Context: an optimization exercise on an open-source flow, tuned for small area and a short achievable clock period. The choices shown serve that exercise and are no tape-out recipe.
RTL that was checked went through simulation tests only; none was proved equivalent to the original.

==> pepper <==
==> flow/design.v <==
module UART_TRANSMITTER(
    input clock_i,
    input reset_n_i,
    input [7:0] data_i,
    input data_write_i,
    input [5:0] data_buffer_full_tresh_i,
    input [1:0] baudrate_select_i,
    output data_buffer_full_o,
    output uart_tx_o
    );
localparam PARITY = 4'd0;
localparam STOP   = 4'd1;
localparam IDLE   = 4'd2;
localparam START  = 4'd3;
reg [5:0] count;
reg [7:0] mem [0:31];      
reg [6:0] baud;
reg [3:0] state;
reg       parity;
reg       tx;
reg [5:0] count_n;
FULL_FLAG full_flag(
    .nc(count_n),
    .th(data_buffer_full_tresh_i),
    .full(data_buffer_full_o)
    );
wire wr = data_write_i & ~data_buffer_full_o;
wire tick;
TICK_SEL tick_sel(.baud(baud), .sel(baudrate_select_i), .tick(tick));
wire rd = tick & (state == STOP);
wire empty = (count == 6'd0);
wire [5:0] count_next;
COUNT_NEXT count_step(.count(count), .wr(wr), .rd(rd), .next(count_next));
wire [6:0] baud_up;
genvar k;
generate
for (k = 0; k < 7; k = k + 1) begin : bu
    if (k == 0) begin : b0
        assign baud_up[k] = ~baud[k];
    end else begin : bk
        assign baud_up[k] = baud[k] ^ (&baud[k-1:0]);
    end
end
endgenerate
integer i;
always @(posedge clock_i) begin
    if (wr) begin
        mem[1] <= data_i;
        for (i = 2; i < 32; i = i + 1)
            mem[i] <= mem[i-1];
        mem[0] <= mem[31];
    end
end
wire [31:0] entry_sel;
DECODE32 decode(.a(count[4:0]), .y(entry_sel));
reg [7:0] oldest;
wire [7:0] oldest_next;
genvar g, h;
generate
for (h = 0; h < 8; h = h + 1) begin : rb
    wire [31:0] column;
    for (g = 0; g < 32; g = g + 1) begin : cl
        assign column[g] = mem[g][h];
    end
    SELECT32 select(.d(column), .s(entry_sel), .y(oldest_next[h]));
end
endgenerate
always @(posedge clock_i)
    oldest <= oldest_next;
wire bit_now = oldest[state[2:0]];
always @(posedge clock_i) begin
    if (~reset_n_i) begin
        count <= 6'd0;
        count_n <= 6'h3f;
        baud <= 7'd0;
        state <= IDLE;
        tx <= 1'b1;
    end else begin
        count <= count_next;
        count_n <= ~count_next;
        baud <= baud_up;
        if (tick & (state != IDLE | ~empty))
            state <= (state == START) ? 4'd8 : state + 4'd1;
        tx <= state[3] ? bit_now : (state == PARITY) ? parity : (state != START);
    end
end
always @(posedge clock_i) begin
    if (state == START)
        parity <= 1'b0;
    else if (tick & state[3])
        parity <= parity ^ bit_now;
end
assign uart_tx_o = tx;
endmodule
module DECODE32(
    input [4:0] a,
    output [31:0] y
    );
assign y = 32'd1 << a;
endmodule
module SELECT32(
    input [31:0] d,
    input [31:0] s,
    output y
    );
wire [10:0] n;
genvar g;
generate for (g = 0; g < 10; g = g + 1) begin : a3
    AOI222 a(.a1(d[3*g]), .a2(s[3*g]), .b1(d[3*g+1]), .b2(s[3*g+1]),
             .c1(d[3*g+2]), .c2(s[3*g+2]), .y(n[g]));
end endgenerate
AOI22 a2(.a1(d[30]), .a2(s[30]), .b1(d[31]), .b2(s[31]), .y(n[10]));
assign y = ~&n;
endmodule
module AOI222(input a1, input a2, input b1, input b2, input c1, input c2, output y);
assign y = ~(a1 & a2 | b1 & b2 | c1 & c2);
endmodule
module AOI22(input a1, input a2, input b1, input b2, output y);
assign y = ~(a1 & a2 | b1 & b2);
endmodule
module FULL_FLAG(
    input [5:0] nc,
    input [5:0] th,
    output full
    );
wire [4:0] ng, np;
wire gt10, gt32, p32_n, gt30_n, gt;
NAND2 g0(.a(th[0]), .b(nc[0]), .y(ng[0]));
NAND2 g1(.a(th[1]), .b(nc[1]), .y(ng[1]));
NAND2 g2(.a(th[2]), .b(nc[2]), .y(ng[2]));
NAND2 g3(.a(th[3]), .b(nc[3]), .y(ng[3]));
NAND2 g4(.a(th[4]), .b(nc[4]), .y(ng[4]));
NOR2 p1(.a(th[1]), .b(nc[1]), .y(np[1]));
NOR2 p2(.a(th[2]), .b(nc[2]), .y(np[2]));
NOR2 p3(.a(th[3]), .b(nc[3]), .y(np[3]));
NOR2 p4(.a(th[4]), .b(nc[4]), .y(np[4]));
assign np[0] = 1'b0;
OAI21 c10(.a1(np[1]), .a2(ng[0]), .b(ng[1]), .y(gt10));
OAI21 c32(.a1(np[3]), .a2(ng[2]), .b(ng[3]), .y(gt32));
NOR2 q32(.a(np[3]), .b(np[2]), .y(p32_n));    
AOI21 c30(.a1(p32_n), .a2(gt10), .b(gt32), .y(gt30_n));
OAI21 c40(.a1(np[4]), .a2(gt30_n), .b(ng[4]), .y(gt));
OAI21 f(.a1(th[5]), .a2(gt), .b(nc[5]), .y(full));
endmodule
module NAND2(input a, input b, output y);
assign y = ~(a & b);
endmodule
module NOR2(input a, input b, output y);
assign y = ~(a | b);
endmodule
module OAI21(input a1, input a2, input b, output y);
assign y = ~((a1 | a2) & b);
endmodule
module AOI21(input a1, input a2, input b, output y);
assign y = ~((a1 & a2) | b);
endmodule
module TICK_SEL(
    input [6:0] baud,
    input [1:0] sel,
    output tick
    );
wire a4 = &baud[3:0];
wire a5 = a4 & baud[4];
wire a6 = a5 & baud[5];
wire a7 = a6 & baud[6];
assign tick = sel[1] ? (sel[0] ? a7 : a6) : (sel[0] ? a5 : a4);
endmodule
module COUNT_NEXT(
    input [5:0] count,
    input wr,
    input rd,
    output [5:0] next
    );
wire [5:0] cu, cd;
COUNT_CARRY carry(.count(count), .cu(cu), .cd(cd));
COUNT_PICK pick(.count(count), .cu(cu), .cd(cd), .wr(wr), .rd(rd), .next(next));
endmodule
module COUNT_CARRY(
    input [5:0] count,
    output [5:0] cu,
    output [5:0] cd
    );
genvar k;
generate
for (k = 0; k < 6; k = k + 1) begin : ud
    if (k == 0) begin : b0
        assign cu[k] = 1'b1;
        assign cd[k] = 1'b1;
    end else begin : bk
        assign cu[k] = &count[k-1:0];
        assign cd[k] = ~(|count[k-1:0]);
    end
end
endgenerate
endmodule
module COUNT_PICK(
    input [5:0] count,
    input [5:0] cu,
    input [5:0] cd,
    input wr,
    input rd,
    output [5:0] next
    );
wire inc = wr & ~rd;
wire dec = rd & ~wr;
assign next = count ^ ({6{inc}} & cu | {6{dec}} & cd);
endmodule
==> flow/flow/run.sh <==
#!/bin/bash
# The standard layout, with plain buf_2 cells as the port buffers and
# timing repair free to resize cells across footprints.
set -o pipefail
bash standard.sh "BUFFER_PORTS_ARGS=-buffer_cell sky130_fd_sc_hd__buf_2" MATCH_CELL_FOOTPRINT=0 finish > standard_flow.log 2>&1
==> flow/standard.sh <==
#!/bin/bash
# synth_recipe.tcl (not shown) runs the flow's synth.tcl, then flattens the netlist and writes it again
# the make line also repeats each setting of config.mk as NAME=value (left out here)
make -C /OpenROAD-flow-scripts/flow DESIGN_CONFIG=/design/flow/config.mk WORK_HOME=/design/flow/orfs CLKGATE_MAP_FILE= SYNTH_SCRIPT=/design/flow/synth_recipe.tcl "${@:-finish}"
==> flow/config.mk <==
export PLATFORM = sky130hd
export DESIGN_NAME = UART_TRANSMITTER
export DESIGN_NICKNAME = UART_TRANSMITTER
export VERILOG_FILES = /design/flow/design.v
export SDC_FILE = /design/flow/constraint.sdc
export NUM_CORES = 4
export LEC_CHECK = 0
export CAP_MARGIN = 20
export CORE_MARGIN = 2
export CORE_UTILIZATION = 60
export CTS_BUF_LIST = sky130_fd_sc_hd__clkbuf_16
export CTS_CLUSTER_DIAMETER = 65
export CTS_CLUSTER_SIZE = 28
export SETUP_SLACK_MARGIN = 2.35
export SLEW_MARGIN = 20
export SYNTH_HIERARCHICAL = 1
==> flow/constraint.sdc <==
create_clock -name core_clock -period 4.6 [get_ports {clock_i}]
set_input_delay 0.9200 -clock core_clock [delete_from_list [all_inputs] [get_ports {clock_i}]]
set_output_delay 0.9200 -clock core_clock [all_outputs]
set_load 0.01 [all_outputs]
==> xenon (differences from pepper) <==
==> flow/design.v, changed modules only <==
module UART_TRANSMITTER(
    input clock_i,
    input reset_n_i,
    input [7:0] data_i,
    input data_write_i,
    input [5:0] data_buffer_full_tresh_i,
    input [1:0] baudrate_select_i,
    output data_buffer_full_o,
    output uart_tx_o
    );
localparam PARITY = 4'd0;
localparam STOP   = 4'd1;
localparam IDLE   = 4'd2;
localparam START  = 4'd3;
reg [5:0] count;
reg [7:0] mem [0:31];      
reg [6:0] baud;
reg [3:0] state;
reg       parity;
reg       tx;
wire [5:0] th = data_buffer_full_tresh_i;
assign data_buffer_full_o = count[5] | (~th[5] & (count[4:0] >= th[4:0]));
wire wr = data_write_i & ~data_buffer_full_o;
reg tick;
always @(*) begin
    case (baudrate_select_i)
        2'b00: tick = &baud[3:0];
        2'b01: tick = &baud[4:0];
        2'b10: tick = &baud[5:0];
        default: tick = &baud[6:0];
    endcase
end
wire rd = tick & (state == STOP);
wire empty = (count == 6'd0);
integer i;
always @(posedge clock_i) begin
    if (wr) begin
        mem[1] <= data_i;
        for (i = 2; i < 32; i = i + 1)
            mem[i] <= mem[i-1];
        mem[0] <= mem[31];
    end
end
wire [255:0] flat;
genvar g;
generate for (g = 0; g < 32; g = g + 1) begin : fl
    assign flat[g*8 +: 8] = mem[g];
end endgenerate
wire [7:0] sel = {count[4:0], state[2:0]};
wire [127:0] l1; wire [63:0] l2; wire [31:0] l3; wire [15:0] l4;
wire [7:0] l5; wire [3:0] l6; wire [1:0] l7;
generate
for (g = 0; g < 128; g = g + 1) begin : m1 assign l1[g] = sel[0] ? flat[2*g+1] : flat[2*g]; end
for (g = 0; g < 64; g = g + 1) begin : m2 assign l2[g] = sel[1] ? l1[2*g+1] : l1[2*g]; end
for (g = 0; g < 32; g = g + 1) begin : m3 assign l3[g] = sel[2] ? l2[2*g+1] : l2[2*g]; end
for (g = 0; g < 16; g = g + 1) begin : m4 assign l4[g] = sel[3] ? l3[2*g+1] : l3[2*g]; end
for (g = 0; g < 8; g = g + 1) begin : m5 assign l5[g] = sel[4] ? l4[2*g+1] : l4[2*g]; end
for (g = 0; g < 4; g = g + 1) begin : m6 assign l6[g] = sel[5] ? l5[2*g+1] : l5[2*g]; end
for (g = 0; g < 2; g = g + 1) begin : m7 assign l7[g] = sel[6] ? l6[2*g+1] : l6[2*g]; end
endgenerate
wire bit_now = sel[7] ? l7[1] : l7[0];
always @(posedge clock_i) begin
    if (~reset_n_i) begin
        count <= 6'd0;
        baud <= 7'd0;
        state <= IDLE;
        tx <= 1'b1;
    end else begin
        count <= count + {{5{rd & ~wr}}, rd ^ wr};
        baud <= baud + 7'd1;
        if (tick & (state != IDLE | ~empty))
            state <= (state == START) ? 4'd8 : state + 4'd1;
        tx <= state[3] ? bit_now : (state == PARITY) ? parity : (state != START);
    end
end
always @(posedge clock_i) begin
    if (state == START)
        parity <= 1'b0;
    else if (tick & state[3])
        parity <= parity ^ bit_now;
end
assign uart_tx_o = tx;
endmodule
// module DECODE32 removed
// module SELECT32 removed
// module AOI222 removed
// module AOI22 removed
// module FULL_FLAG removed
// module NAND2 removed
// module NOR2 removed
// module OAI21 removed
// module AOI21 removed
// module TICK_SEL removed
// module COUNT_NEXT removed
// module COUNT_CARRY removed
// module COUNT_PICK removed
==> flow/run.sh (new file) <==
#!/bin/bash
# synth_recipe.tcl (not shown) runs the flow's synth.tcl, then flattens the netlist and writes it again
# the make line also repeats each setting of config.mk as NAME=value (left out here)
make -C /OpenROAD-flow-scripts/flow DESIGN_CONFIG=/design/flow/config.mk WORK_HOME=/design/flow/orfs CLKGATE_MAP_FILE= SYNTH_SCRIPT=/design/flow/synth_recipe.tcl finish
--- a/flow/config.mk
+++ b/flow/config.mk
@@ -9,8 +9,4 @@
 export CORE_MARGIN = 2
 export CORE_UTILIZATION = 60
-export CTS_BUF_LIST = sky130_fd_sc_hd__clkbuf_16
-export CTS_CLUSTER_DIAMETER = 65
-export CTS_CLUSTER_SIZE = 28
-export SETUP_SLACK_MARGIN = 2.35
+export SETUP_SLACK_MARGIN = 1.2
 export SLEW_MARGIN = 20
-export SYNTH_HIERARCHICAL = 1
removed: flow/flow/run.sh
removed: flow/standard.sh
==> onyx (differences from pepper) <==
--- a/flow/config.mk
+++ b/flow/config.mk
@@ -8,9 +8,9 @@
 export CAP_MARGIN = 20
 export CORE_MARGIN = 2
-export CORE_UTILIZATION = 60
+export CORE_UTILIZATION = 75
 export CTS_BUF_LIST = sky130_fd_sc_hd__clkbuf_16
 export CTS_CLUSTER_DIAMETER = 65
 export CTS_CLUSTER_SIZE = 28
-export SETUP_SLACK_MARGIN = 2.35
+export SETUP_SLACK_MARGIN = 2.3
 export SLEW_MARGIN = 20
 export SYNTH_HIERARCHICAL = 1
==> results_dict.tcl <==
set metrics [dict create \
    post-route-period-util_pct 57.2 \
    hpwl_um 14200 \
    grt_start_max_net_pins 90 \
    vias 6012 \
    end_kind "output pin" \
    ir_worst_vdd_v 0.000512 \
    run_status "finished clean" \
    signal_buffers 32 \
    worstPathBufferInverterCount 2 \
    cts_setup_buffers 1 \
    worst_hold_slack_ps 456 \
    fin_area_mm2 0.0114 \
    numCtsBuffers 15 \
    inv_count 13 \
]
That was onyx.
==> results_dict.tcl <==
set metrics [dict create \
    vias 5468 \
    run_status "finished clean" \
    post-route-period-util_pct 71.6 \
    hpwl_um 13300 \
    inv_count 16 \
    end_kind "flip-flop" \
    worstPathBufferInverterCount 4 \
    worst_hold_slack_ps 443 \
    grt_start_max_net_pins 50 \
]
That was xenon.
==> results_dict.tcl <==
set metrics [dict create \
    cts_setup_buffers 4 \
    worstPathBufferInverterCount 2 \
    numCtsBuffers 15 \
    multi_input_gates 264 \
    vias 5731 \
    ir_worst_vdd_v 0.000414 \
    hpwl_um 14300 \
    synth_mux_area_share_pct 0.896 \
    end_kind "output pin" \
    run_status "finished clean" \
]
That was pepper.
The RTL of xenon was laid out without a check of its function.

[separate check: timing with driven ports]
How much do the figures lean on ideal ports? The routed layouts below were timed once more, with nothing changed but the port constraints. Step 1 sets driving cells, clkbuf_16 on the clock port and buf_2 on the other inputs (assumed; they add their load-dependent delay and slew). Step 2 times the ports against the registers' clock, not the clock port: input delays grow and output delays shrink by t, the midpoint of the rising clock arrivals with the driver on. a / b / c = ideal ports / drivers / drivers and shift; a / b = the first two.
| run | t (ns) | setup WS [ns] | slew at the worst register clock pin (ns) | worst data-port slew with drivers (ns) |
|---|---|---|---|---|
| pepper | 0.529 | 2.032 / 1.994 / 1.908 | 0.10 / 0.10 | 0.05 |
| xenon | 0.572 | 1.308 / 1.292 / 0.751 | 0.06 / 0.06 | 0.04 |
| onyx | 0.526 | 1.967 / 1.936 / 1.770 | 0.10 / 0.10 | 0.05 |
After both steps setup and hold are still met in every run listed. The setup slack of xenon, which loses most, moves by -0.016 ns with the drivers and by -0.557 ns with both steps.
